From an optimization exercise on the open Yosys and OpenROAD flow, aimed at small area; shortcuts taken in it are not production practice. The RTL was checked by simulation tests, not by an equivalence proof against the original design. The flow treats the clock pin as an ideal source. Dropping or thinning the clock tree relies on that and would not hold on a real chip. No activity file was given, so power comes from the tool's default toggle rates.

## my_uart_top
module my_uart_top(input wire FPGA_CLK, input wire FPGA_RST, input wire UART_RXD, output wire UART_TXD);
Size in the first run: about 4 I/O pins.
==> flow/config.mk <==
export PLATFORM = sky130hd
export DESIGN_NAME = my_uart_top
export DESIGN_NICKNAME = my_uart_top
export VERILOG_FILES = /design/flow/design.v
export SDC_FILE = /design/flow/constraint.sdc
export NUM_CORES = 4
export LEC_CHECK = 0
export CAP_MARGIN = 20
export CORE_MARGIN = 2
export CORE_UTILIZATION = 65
export SLEW_MARGIN = 20
==> flow/constraint.sdc <==
create_clock -name core_clock -period 10.0 [get_ports {FPGA_CLK}]
set_input_delay 2.0000 -clock core_clock [delete_from_list [all_inputs] [get_ports {FPGA_CLK}]]
set_output_delay 2.0000 -clock core_clock [all_outputs]
set_load 0.01 [all_outputs]
standard.sh (not shown) runs the stock make flow with config.mk's settings and CLKGATE_MAP_FILE= SYNTH_SCRIPT=/design/flow/synth_recipe.tcl, a recipe that flattens the netlist after the stock synthesis.
==> flow/flow/run.sh <==
#!/bin/bash
# Layout flow: the standard flow (standard.sh) with three changes made
# through ORFS's own hooks and variables:
#  - after floorplanning, logic cells are set to their smallest drive strength
#    (flow/downsize.tcl); later repair steps upsize what timing, slew or
#    capacitance need;
#  - ports are buffered with buf_1;
#  - the clock tree is built by flow/clock_tree.tcl (run in the CTS step in
#    place of clock_tree_synthesis): the clock port drives a few clkbuf_8,
#    each driving the flip-flops of one region of the layout.
set -euo pipefail
here=$(pwd)
export POST_FLOORPLAN_TCL="$here/flow/restructure.tcl"
export BUFFER_PORTS_ARGS="-buffer_cell sky130_fd_sc_hd__buf_1"
export PRE_CTS_TCL="$here/flow/clock_tree.tcl"
export CLOCK_TREE_BUFFERS=2
bash standard.sh > "$here/standard_flow.log" 2>&1
==> flow/flow/clock_tree.tcl <==
# Sourced by ORFS's cts.tcl before it calls clock_tree_synthesis; replaces that
# command with a one-level tree: the clock port drives CLOCK_TREE_BUFFERS
# clkbuf_8 cells, each driving the clock pins of the flip-flops in one strip
# of the layout (flip-flops sorted by x and split into equal groups). The
# buffers are placed at their group's centre; cts.tcl legalizes them.
rename clock_tree_synthesis orfs_clock_tree_synthesis
proc clock_tree_synthesis { args } {
  set block [ord::get_db_block]
  set db [ord::get_db]
  set nbuf $::env(CLOCK_TREE_BUFFERS)
  set master [$db findMaster sky130_fd_sc_hd__clkbuf_8]
  set clk [$block findNet FPGA_CLK]
  set sinks {}
  foreach it [$clk getITerms] {
    set inst [$it getInst]
    set loc [$inst getLocation]
    lappend sinks [list [lindex $loc 0] [lindex $loc 1] $it]
  }
  set sinks [lsort -integer -index 0 $sinks]
  set n [llength $sinks]
  puts "clock_tree.tcl: $n clock sinks, $nbuf buffers"
  for { set b 0 } { $b < $nbuf } { incr b } {
    set lo [expr { $b * $n / $nbuf }]
    set hi [expr { ($b + 1) * $n / $nbuf - 1 }]
    set grp [lrange $sinks $lo $hi]
    set sx 0; set sy 0
    foreach s $grp { incr sx [lindex $s 0]; incr sy [lindex $s 1] }
    set cx [expr { $sx / [llength $grp] }]
    set cy [expr { $sy / [llength $grp] }]
    set buf [odb::dbInst_create $block $master "clkbuf_leaf_$b"]
    set net [odb::dbNet_create $block "clknet_leaf_$b"]
    $net setSigType CLOCK
    [$buf findITerm A] connect $clk
    [$buf findITerm X] connect $net
    foreach s $grp {
      set it [lindex $s 2]
      $it disconnect
      $it connect $net
    }
    $buf setLocation $cx $cy
    $buf setPlacementStatus PLACED
    puts "clock_tree.tcl: clkbuf_leaf_$b drives [llength $grp] sinks at ($cx, $cy)"
  }
}
Other scripts of this flow, unchanged in this note and not shown: flow/flow/downsize.tcl, flow/flow/restructure.tcl
The starting point passed the timing, DRC and antenna checks.
Then changed:
--- a/flow/flow/run.sh
+++ b/flow/flow/run.sh
@@ -16 +16 @@
-export CLOCK_TREE_BUFFERS=2
+export CLOCK_TREE_BUFFERS=3
CORE_UTILIZATION = 40   (was 65)
After rerunning: Worst hold slack gets worse by 0.011 ns; first-iteration DRC count climbs by well over a third; cell area climbs by a few percent; die area climbs by well over a third; wire length drops slightly; power climbs by a few percent; worst setup slack gets better by 0.027 ns; global-route usage drops by 6.6 points; combinational power stays flat; clock skew stays flat.
In every run of this note, the design's own scripts or RTL, not TritonCTS, make the clock network.


## run 1
Another version of the RTL of my_uart_top (not shown whole).
Size in the first run: ~140 cells after synthesis, roughly 56 flip-flops, about 4 I/O pins, about 0.0020 mm^2 of cells after synthesis.
export LEC_CHECK = 0
export CAP_MARGIN = 20
export CORE_MARGIN = 2
export CORE_UTILIZATION = 40
export SLEW_MARGIN = 20
create_clock -name core_clock -period 10.0 [get_ports {FPGA_CLK}]
==> flow/flow/run.sh <==
#!/bin/bash
# Layout flow: the standard flow (standard.sh) with three changes made
# through ORFS's own hooks and variables:
#  - after floorplanning, logic cells are set to their smallest drive strength
#    (flow/downsize.tcl); later repair steps upsize what timing, slew or
#    capacitance need;
#  - ports are buffered with buf_1;
#  - the clock tree is built by flow/clock_tree.tcl (run in the CTS step in
#    place of clock_tree_synthesis): the clock port drives a few clkbuf_8,
#    each driving the flip-flops of one region of the layout.
set -euo pipefail
here=$(pwd)
export POST_FLOORPLAN_TCL="$here/flow/restructure.tcl"
export BUFFER_PORTS_ARGS="-buffer_cell sky130_fd_sc_hd__buf_1"
export PRE_CTS_TCL="$here/flow/clock_tree.tcl"
export CLOCK_TREE_BUFFERS=3
bash standard.sh > "$here/standard_flow.log" 2>&1
==> flow/flow/downsize.tcl <==
# Set every combinational cell to the smallest drive strength of its function.
set dont_use [split $::env(DONT_USE_CELLS)]
set n 0
foreach inst [[ord::get_db_block] getInsts] {
  set m [[$inst getMaster] getName]
  if { ![regexp {^(sky130_fd_sc_hd__)([a-z0-9]+)_([0-9]+)$} $m -> pfx fn drive] } { continue }
  if { [string match "df*" $fn] || [string match "edf*" $fn] || [string match "sdf*" $fn] } { continue }
  if { [string match "*tap*" $fn] || [string match "*fill*" $fn] || [string match "conb" $fn] } { continue }
  foreach d {0 1 2} {
    if { $d >= $drive } { break }
    set cand "${pfx}${fn}_${d}"
    if { [lsearch -exact $dont_use $cand] >= 0 } { continue }
    if { [[ord::get_db] findMaster $cand] eq "NULL" } { continue }
    replace_cell [$inst getName] $cand
    incr n
    break
  }
}
puts "downsize: $n cells set to a smaller drive strength"
==> flow/flow/restructure.tcl <==
# Re-map the combinational logic for area with OpenROAD's restructure (ABC),
# then set cells to their smallest drive strength.
set rdir [file join $::env(OBJECTS_DIR) restructure]
file mkdir $rdir
restructure -target area -slack_threshold 0 -depth_threshold 0 \
  -liberty_file $::env(LIB_FILES) \
  -tielo_port sky130_fd_sc_hd__conb_1/LO -tiehi_port sky130_fd_sc_hd__conb_1/HI \
  -work_dir $rdir \
  -abc_logfile [file join $::env(LOG_DIR) restructure_abc.log]
restructure -target area -slack_threshold 0 -depth_threshold 0 \
  -liberty_file $::env(LIB_FILES) \
  -tielo_port sky130_fd_sc_hd__conb_1/LO -tiehi_port sky130_fd_sc_hd__conb_1/HI \
  -work_dir $rdir \
  -abc_logfile [file join $::env(LOG_DIR) restructure_abc.log]
source [file join [file dirname [info script]] downsize.tcl]
Scripts as last shown in full above: flow/flow/clock_tree.tcl
Run 1: PASS, flow complete, no timing, DRC or antenna violations
Here is what was changed in the inputs of run 2 compared with run 1.
--- a/flow/flow/run.sh
+++ b/flow/flow/run.sh
@@ -12,3 +12,3 @@
 here=$(pwd)
-export POST_FLOORPLAN_TCL="$here/flow/restructure.tcl"
+export POST_FLOORPLAN_TCL="$here/flow/downsize.tcl"
 export BUFFER_PORTS_ARGS="-buffer_cell sky130_fd_sc_hd__buf_1"
removed: flow/flow/restructure.tcl
[summary]
Diff run 2..run 1 | minimum hold slack | negligible
Between run 1 and run 2, the flow reports global-route wire length before repair increasing by a little under 10%.
The logic gate share of total power of run 2 is higher than that of run 1.
Compared with run 1, run 2 shows a cell leakage power that is 15% higher.
Number of vias in the routed layout ended up 58 higher on run 2 than on run 1.
In the tables for run 1 and run 2, total detailed-routing wirelength reads higher with run 2.
Internal power of the cells: run 2 vs run 1 up about 1.5%
The lower post-layout minimum cycle time came out of run 2.
Setup changes, run 2 to run 3
--- a/flow/flow/run.sh
+++ b/flow/flow/run.sh
@@ -12,3 +12,3 @@
 here=$(pwd)
-export POST_FLOORPLAN_TCL="$here/flow/downsize.tcl"
+export POST_FLOORPLAN_TCL="$here/flow/restructure.tcl"
 export BUFFER_PORTS_ARGS="-buffer_cell sky130_fd_sc_hd__buf_1"
==> flow/flow/restructure.tcl (new file) <==
# Re-map the combinational logic for area with OpenROAD's restructure (ABC),
# then set cells to their smallest drive strength.
set rdir [file join $::env(OBJECTS_DIR) restructure]
file mkdir $rdir
restructure -target area -slack_threshold 0 -depth_threshold 0 \
  -liberty_file $::env(LIB_FILES) \
  -tielo_port sky130_fd_sc_hd__conb_1/LO -tiehi_port sky130_fd_sc_hd__conb_1/HI \
  -work_dir $rdir \
  -abc_logfile [file join $::env(LOG_DIR) restructure_abc.log]
source [file join [file dirname [info script]] downsize.tcl]
--- outcome ---
Taking run 2 as the reference point, the via total after detailed routing of run 3 falls by 7.1%. From run 2 to run 3 the numbers moved as follows: arrival time of data at the critical path endpoint barely changed; relative area change from synthesis to final layout dropped 6.0 points; worst-margin pin slew dropped 0.038 ns; final worst-path setup slack dropped 0.0097 ns. Maximum operating frequency delta (run 3 − run 2): unfavourable. As far as register bit count reported by yosys goes, run 3 and run 2 are indistinguishable; the numbers are identical. Total power (run 3 vs. run 2) decreases by a few percent. Diff run 3 and run 2: clock skew higher in run 3.
In every run of this note, the design's own scripts or RTL, not TritonCTS, make the clock network.


== v34 ==
Another version of the RTL of my_uart_top (not shown whole).
For scale: about 140 cells after synthesis, about 1900 sq um of cells after synthesis.
## my_uart_top
module my_uart_top(input wire FPGA_CLK, input wire FPGA_RST, input wire UART_RXD, output wire UART_TXD);
	wire rx_int, tx_en, clk_bps1, clk_bps2, fire;
	wire [7:0] rx_data;
	speed_select #(.C(13'd8191), .G(13'h1445), .D(13'd1613), .LP(4'b0011), .KX(1'b1))
		speed_rx(.clk(FPGA_CLK), .rst_n(FPGA_RST), .bps_start(rx_int), .clk_bps(clk_bps1));
	my_uart_rx my_uart_rx(.clk(FPGA_CLK), .rst_n(FPGA_RST), .rs232_rx(UART_RXD), .clk_bps(clk_bps1),
	                      .rx_data(rx_data), .rx_int(rx_int), .fire(fire));
	speed_select #(.C(13'd8191), .G(13'h115c), .D(13'd4627), .LP(4'b0011), .KX(1'b0))
		speed_tx(.clk(FPGA_CLK), .rst_n(FPGA_RST), .bps_start(tx_en), .clk_bps(clk_bps2));
	my_uart_tx my_uart_tx(.clk(FPGA_CLK), .rst_n(FPGA_RST), .rx_data(rx_data), .fire(fire), .clk_bps(clk_bps2),
	                      .rs232_tx(UART_TXD), .tx_en(tx_en));
endmodule
export LEC_CHECK = 0
export CAP_MARGIN = 20
export CORE_MARGIN = 2
export CORE_UTILIZATION = 40
export SLEW_MARGIN = 20
create_clock -name core_clock -period 10.0 [get_ports {FPGA_CLK}]
==> flow/flow/run.sh <==
#!/bin/bash
# Layout flow: the standard flow (standard.sh) with three changes made
# through ORFS's own hooks and variables:
#  - after floorplanning, logic cells are set to their smallest drive strength
#    (flow/downsize.tcl); later repair steps upsize what timing, slew or
#    capacitance need;
#  - ports are buffered with buf_1;
#  - clock tree synthesis does not add dummy loads.
set -euo pipefail
here=$(pwd)
export POST_FLOORPLAN_TCL="$here/flow/downsize.tcl"
export BUFFER_PORTS_ARGS="-buffer_cell sky130_fd_sc_hd__buf_1"
export CTS_ARGS="-sink_clustering_enable -repair_clock_nets -dont_use_dummy_load -buf_list sky130_fd_sc_hd__clkbuf_8 -sink_clustering_size 30 -sink_clustering_max_diameter 200"
bash standard.sh > "$here/standard_flow.log" 2>&1
Scripts as last shown in full above: flow/flow/downsize.tcl
v34 has completed all stages; timing, DRC and antenna checks passed.
For v40, these inputs were changed with respect to v34:
==> flow/run.sh (new file) <==
#!/bin/bash
# synth_recipe.tcl (not shown) runs the flow's synth.tcl, then flattens the netlist and writes it again
# the make line also repeats each setting of config.mk as NAME=value (left out here)
make -C /OpenROAD-flow-scripts/flow DESIGN_CONFIG=/design/flow/config.mk WORK_HOME=/design/flow/orfs CLKGATE_MAP_FILE= SYNTH_SCRIPT=/design/flow/synth_recipe.tcl finish
diff --git a/flow/config.mk b/flow/config.mk
--- a/flow/config.mk
+++ b/flow/config.mk
@@ -9,3 +9,6 @@
 export CORE_MARGIN = 2
 export CORE_UTILIZATION = 40
+export CTS_BUF_LIST = sky130_fd_sc_hd__clkbuf_16
+export CTS_CLUSTER_DIAMETER = 500
+export CTS_CLUSTER_SIZE = 60
 export SLEW_MARGIN = 20
removed: flow/flow/run.sh
removed: flow/flow/downsize.tcl
removed: flow/standard.sh
==> comparison <==
- v40: total placed instance area is 2.7% higher than what v34 reported.
- Est. power | v40 vs v34 | v40 higher
- Comparing v40 against v34, there is no change at all in post-synth net total.
- Summary of v40 over v34: final setup slack of the worst path went down by 0.38 ns, layout overhead on the synthesized area higher, total wire length after detailed routing shows an increase of 44 microns.
- The higher ratio of total power to cell area came out of v40.
- v40 — placer congestion estimate 8.9% higher, v34 as reference
- Going from v34 to v40, latest clock arrival within the worst-skew pair went down 0.02 ns; die footprint held.
What v3 does differently from v40 at the input level:
diff --git a/flow/config.mk b/flow/config.mk
--- a/flow/config.mk
+++ b/flow/config.mk
@@ -9,6 +9,3 @@
 export CORE_MARGIN = 2
 export CORE_UTILIZATION = 40
-export CTS_BUF_LIST = sky130_fd_sc_hd__clkbuf_16
-export CTS_CLUSTER_DIAMETER = 500
-export CTS_CLUSTER_SIZE = 60
 export SLEW_MARGIN = 20
==> comparison <==
Between v40 and v3, sequential share of layout area increased.
From v3 to v40, max-slew violation count did not move at all.
[compare] base=v40 new=v3: routed wire length fell by about 1.6%; cell area went down by 2.6%; fraction of power consumed by combinational cells saw an increase.
Final setup violation count came out exactly the same in v40 and v3.
Against v40, power in v3 fell by more than 10%.
v40 has a lower shortest period the worst path allows than v3.
Compared with v40, v3 shows a final worst slack that is 0.015 ns lower.
Of v3 and v40, it is v3 that has the higher multi-input logic portion of the cell area.
Total global routing track utilization: v40 and v3 compared, higher one is v40
[inputs] v33 vs v3
==> flow/flow/run.sh (new file) <==
#!/bin/bash
# Layout flow: the standard flow (standard.sh) with three changes made
# through ORFS's own hooks and variables:
#  - after floorplanning, logic cells are set to their smallest drive strength
#    (flow/downsize.tcl); later repair steps upsize what timing, slew or
#    capacitance need;
#  - ports are buffered with buf_1;
#  - clock tree synthesis does not add dummy loads.
set -euo pipefail
here=$(pwd)
export POST_FLOORPLAN_TCL="$here/flow/downsize.tcl"
export BUFFER_PORTS_ARGS="-buffer_cell sky130_fd_sc_hd__buf_1"
export CTS_ARGS="-sink_clustering_enable -repair_clock_nets -dont_use_dummy_load"
bash standard.sh > "$here/standard_flow.log" 2>&1
==> flow/flow/downsize.tcl (new file) <==
# Set every combinational cell to the smallest drive strength of its function.
set dont_use [split $::env(DONT_USE_CELLS)]
set n 0
foreach inst [[ord::get_db_block] getInsts] {
  set m [[$inst getMaster] getName]
  if { ![regexp {^(sky130_fd_sc_hd__)([a-z0-9]+)_([0-9]+)$} $m -> pfx fn drive] } { continue }
  if { [string match "df*" $fn] || [string match "edf*" $fn] || [string match "sdf*" $fn] } { continue }
  if { [string match "*tap*" $fn] || [string match "*fill*" $fn] || [string match "conb" $fn] } { continue }
  foreach d {0 1 2} {
    if { $d >= $drive } { break }
    set cand "${pfx}${fn}_${d}"
    if { [lsearch -exact $dont_use $cand] >= 0 } { continue }
    if { [[ord::get_db] findMaster $cand] eq "NULL" } { continue }
    replace_cell [$inst getName] $cand
    incr n
    break
  }
}
puts "downsize: $n cells set to a smaller drive strength"
==> flow/standard.sh (new file) <==
#!/bin/bash
# synth_recipe.tcl (not shown) runs the flow's synth.tcl, then flattens the netlist and writes it again
# the make line also repeats each setting of config.mk as NAME=value (left out here)
make -C /OpenROAD-flow-scripts/flow DESIGN_CONFIG=/design/flow/config.mk WORK_HOME=/design/flow/orfs CLKGATE_MAP_FILE= SYNTH_SCRIPT=/design/flow/synth_recipe.tcl "${@:-finish}"
removed: flow/run.sh
Notes after the runs:
- Delta(clock latency on the worst-skew pair, v33 - v3) > 0
- Worst slew margin relative to its limit: v33 lower than v3
- Share of the cycle needed by the critical path after routing down 3.9 points in v33 wrt v3
- Looking at clock transition at the registers of the reported paths across v3 and v33, the one that comes out higher is v3.
- Hold slack: v33 vs v3 — no meaningful difference
- Internal power delta (v33 − v3): favourable
- Critical path depth came out exactly the same in v3 and v33.
Relative to v33, the following input files were edited for v41:
diff --git a/flow/flow/run.sh b/flow/flow/run.sh
--- a/flow/flow/run.sh
+++ b/flow/flow/run.sh
@@ -11,4 +11,4 @@
 export POST_FLOORPLAN_TCL="$here/flow/downsize.tcl"
 export BUFFER_PORTS_ARGS="-buffer_cell sky130_fd_sc_hd__buf_1"
-export CTS_ARGS="-sink_clustering_enable -repair_clock_nets -dont_use_dummy_load"
+export CTS_ARGS="-sink_clustering_enable -repair_clock_nets -dont_use_dummy_load -buf_list sky130_fd_sc_hd__clkbuf_16 -sink_clustering_size 60 -sink_clustering_max_diameter 500"
 bash standard.sh > "$here/standard_flow.log" 2>&1
==> summary.txt <==
- v33 -> v41: number of multi-input combinational cells delta 0, exact match
- Summary of v41 over v33: total power higher, final worst-path setup slack higher, clock group power higher, first-pass GRT wire length higher, clock period minus final worst setup slack lower.
- The part of the cycle the worst path needs was comparable across v33 and v41.
- Routed wire in v41 totals more than in v33.
Input changes introduced in v23 (baseline for comparison: v41):
==> flow/flow/run.sh <==
#!/bin/bash
# Layout flow: the standard flow (standard.sh) with three changes made
# through ORFS's own hooks and variables:
#  - after floorplanning, logic cells are set to their smallest drive strength
#    (flow/downsize.tcl); later repair steps upsize what timing, slew or
#    capacitance need;
#  - ports are buffered with buf_1;
#  - the clock tree is built by flow/clock_tree.tcl (run in the CTS step in
#    place of clock_tree_synthesis): the clock port drives a few clkbuf_8,
#    each driving the flip-flops of one region of the layout.
set -euo pipefail
here=$(pwd)
export POST_FLOORPLAN_TCL="$here/flow/downsize.tcl"
export BUFFER_PORTS_ARGS="-buffer_cell sky130_fd_sc_hd__buf_1"
export PRE_CTS_TCL="$here/flow/clock_tree.tcl"
export CLOCK_TREE_BUFFERS=3
bash standard.sh > "$here/standard_flow.log" 2>&1
==> flow/flow/clock_tree.tcl (new file) <==
# Sourced by ORFS's cts.tcl before it calls clock_tree_synthesis; replaces that
# command with a one-level tree: the clock port drives CLOCK_TREE_BUFFERS
# clkbuf_8 cells, each driving the clock pins of the flip-flops in one strip
# of the layout (flip-flops sorted by x and split into equal groups). The
# buffers are placed at their group's centre; cts.tcl legalizes them.
rename clock_tree_synthesis orfs_clock_tree_synthesis
proc clock_tree_synthesis { args } {
  set block [ord::get_db_block]
  set db [ord::get_db]
  set nbuf $::env(CLOCK_TREE_BUFFERS)
  set master [$db findMaster sky130_fd_sc_hd__clkbuf_8]
  set clk [$block findNet FPGA_CLK]
  set sinks {}
  foreach it [$clk getITerms] {
    set inst [$it getInst]
    set loc [$inst getLocation]
    lappend sinks [list [lindex $loc 0] [lindex $loc 1] $it]
  }
  set sinks [lsort -integer -index 0 $sinks]
  set n [llength $sinks]
  puts "clock_tree.tcl: $n clock sinks, $nbuf buffers"
  for { set b 0 } { $b < $nbuf } { incr b } {
    set lo [expr { $b * $n / $nbuf }]
    set hi [expr { ($b + 1) * $n / $nbuf - 1 }]
    set grp [lrange $sinks $lo $hi]
    set sx 0; set sy 0
    foreach s $grp { incr sx [lindex $s 0]; incr sy [lindex $s 1] }
    set cx [expr { $sx / [llength $grp] }]
    set cy [expr { $sy / [llength $grp] }]
    set buf [odb::dbInst_create $block $master "clkbuf_leaf_$b"]
    set net [odb::dbNet_create $block "clknet_leaf_$b"]
    $net setSigType CLOCK
    [$buf findITerm A] connect $clk
    [$buf findITerm X] connect $net
    foreach s $grp {
      set it [lindex $s 2]
      $it disconnect
      $it connect $net
    }
    $buf setLocation $cx $cy
    $buf setPlacementStatus PLACED
    puts "clock_tree.tcl: clkbuf_leaf_$b drives [llength $grp] sinks at ($cx, $cy)"
  }
}
--- outcome ---
Relative to v41, met2 usage in global routing increased by 0.50 points in v23.
Switching component of the power on v23 is ahead of v41.
Diff v41 -> v23 | highest clock frequency the design can meet | increase of about 3.5%
v23 ends up with lower global routing usage summed across all routing layers than v41 does.
Power consumption delta for v23 relative to v41: about 17% lower
Changes observed in v23 relative to v41: cell count lower, global-route wire length before repair has decreased.
The clock cells of v23 come from the design's own scripts or RTL, not from TritonCTS.

==> separate check: timing with driven ports <==
No port has a modelled driver above. Below, the same layouts with a new extraction and two added sets of constraints.
Step 1 sets driving cells, clkbuf_16 on the clock port and buf_2 on the other inputs (assumed; they add their load-dependent delay and slew).
Step 2 moves the port delays by t, midway between the first and last clock arrival at a register: inputs arrive t later, outputs are due t later. That takes back most of the time a late clock gives input paths.
Three values: ideal, step 1, step 2; two values: the first two.
run	t, ns	slack for setup (ns)	hold WS [ns]	worst data-port slew with drivers (ns)	cell pins on the clock port's net
the first run of note 1	0.204	7.132 / 7.100 / 7.303	0.344 / 0.344 / 0.344	0.03	2
the second run of note 1	0.187	7.159 / 7.119 / 7.306	0.333 / 0.333 / 0.333	0.03	3
run 1	0.197	7.153 / 7.112 / 7.309	0.339 / 0.339 / 0.339	0.03	3
run 2	0.200	7.157 / 7.115 / 7.314	0.338 / 0.338 / 0.338	0.03	3
run 3	0.201	7.147 / 7.103 / 7.304	0.341 / 0.341 / 0.341	0.03	3
v34	0.320	7.033 / 7.007 / 7.326	0.350 / 0.350 / 0.350	0.03	1
v40	0.314	6.656 / 6.624 / 6.938	0.346 / 0.346 / 0.346	0.03	1
v3	0.317	6.640 / 6.615 / 6.932	0.352 / 0.352 / 0.352	0.03	1
v33	0.320	7.033 / 7.007 / 7.326	0.350 / 0.350 / 0.350	0.03	1
v41	0.316	7.043 / 7.012 / 7.328	0.347 / 0.347 / 0.347	0.03	1
v23	0.198	7.143 / 7.099 / 7.297	0.353 / 0.353 / 0.353	0.03	3
After both steps every run listed still meets setup and hold.
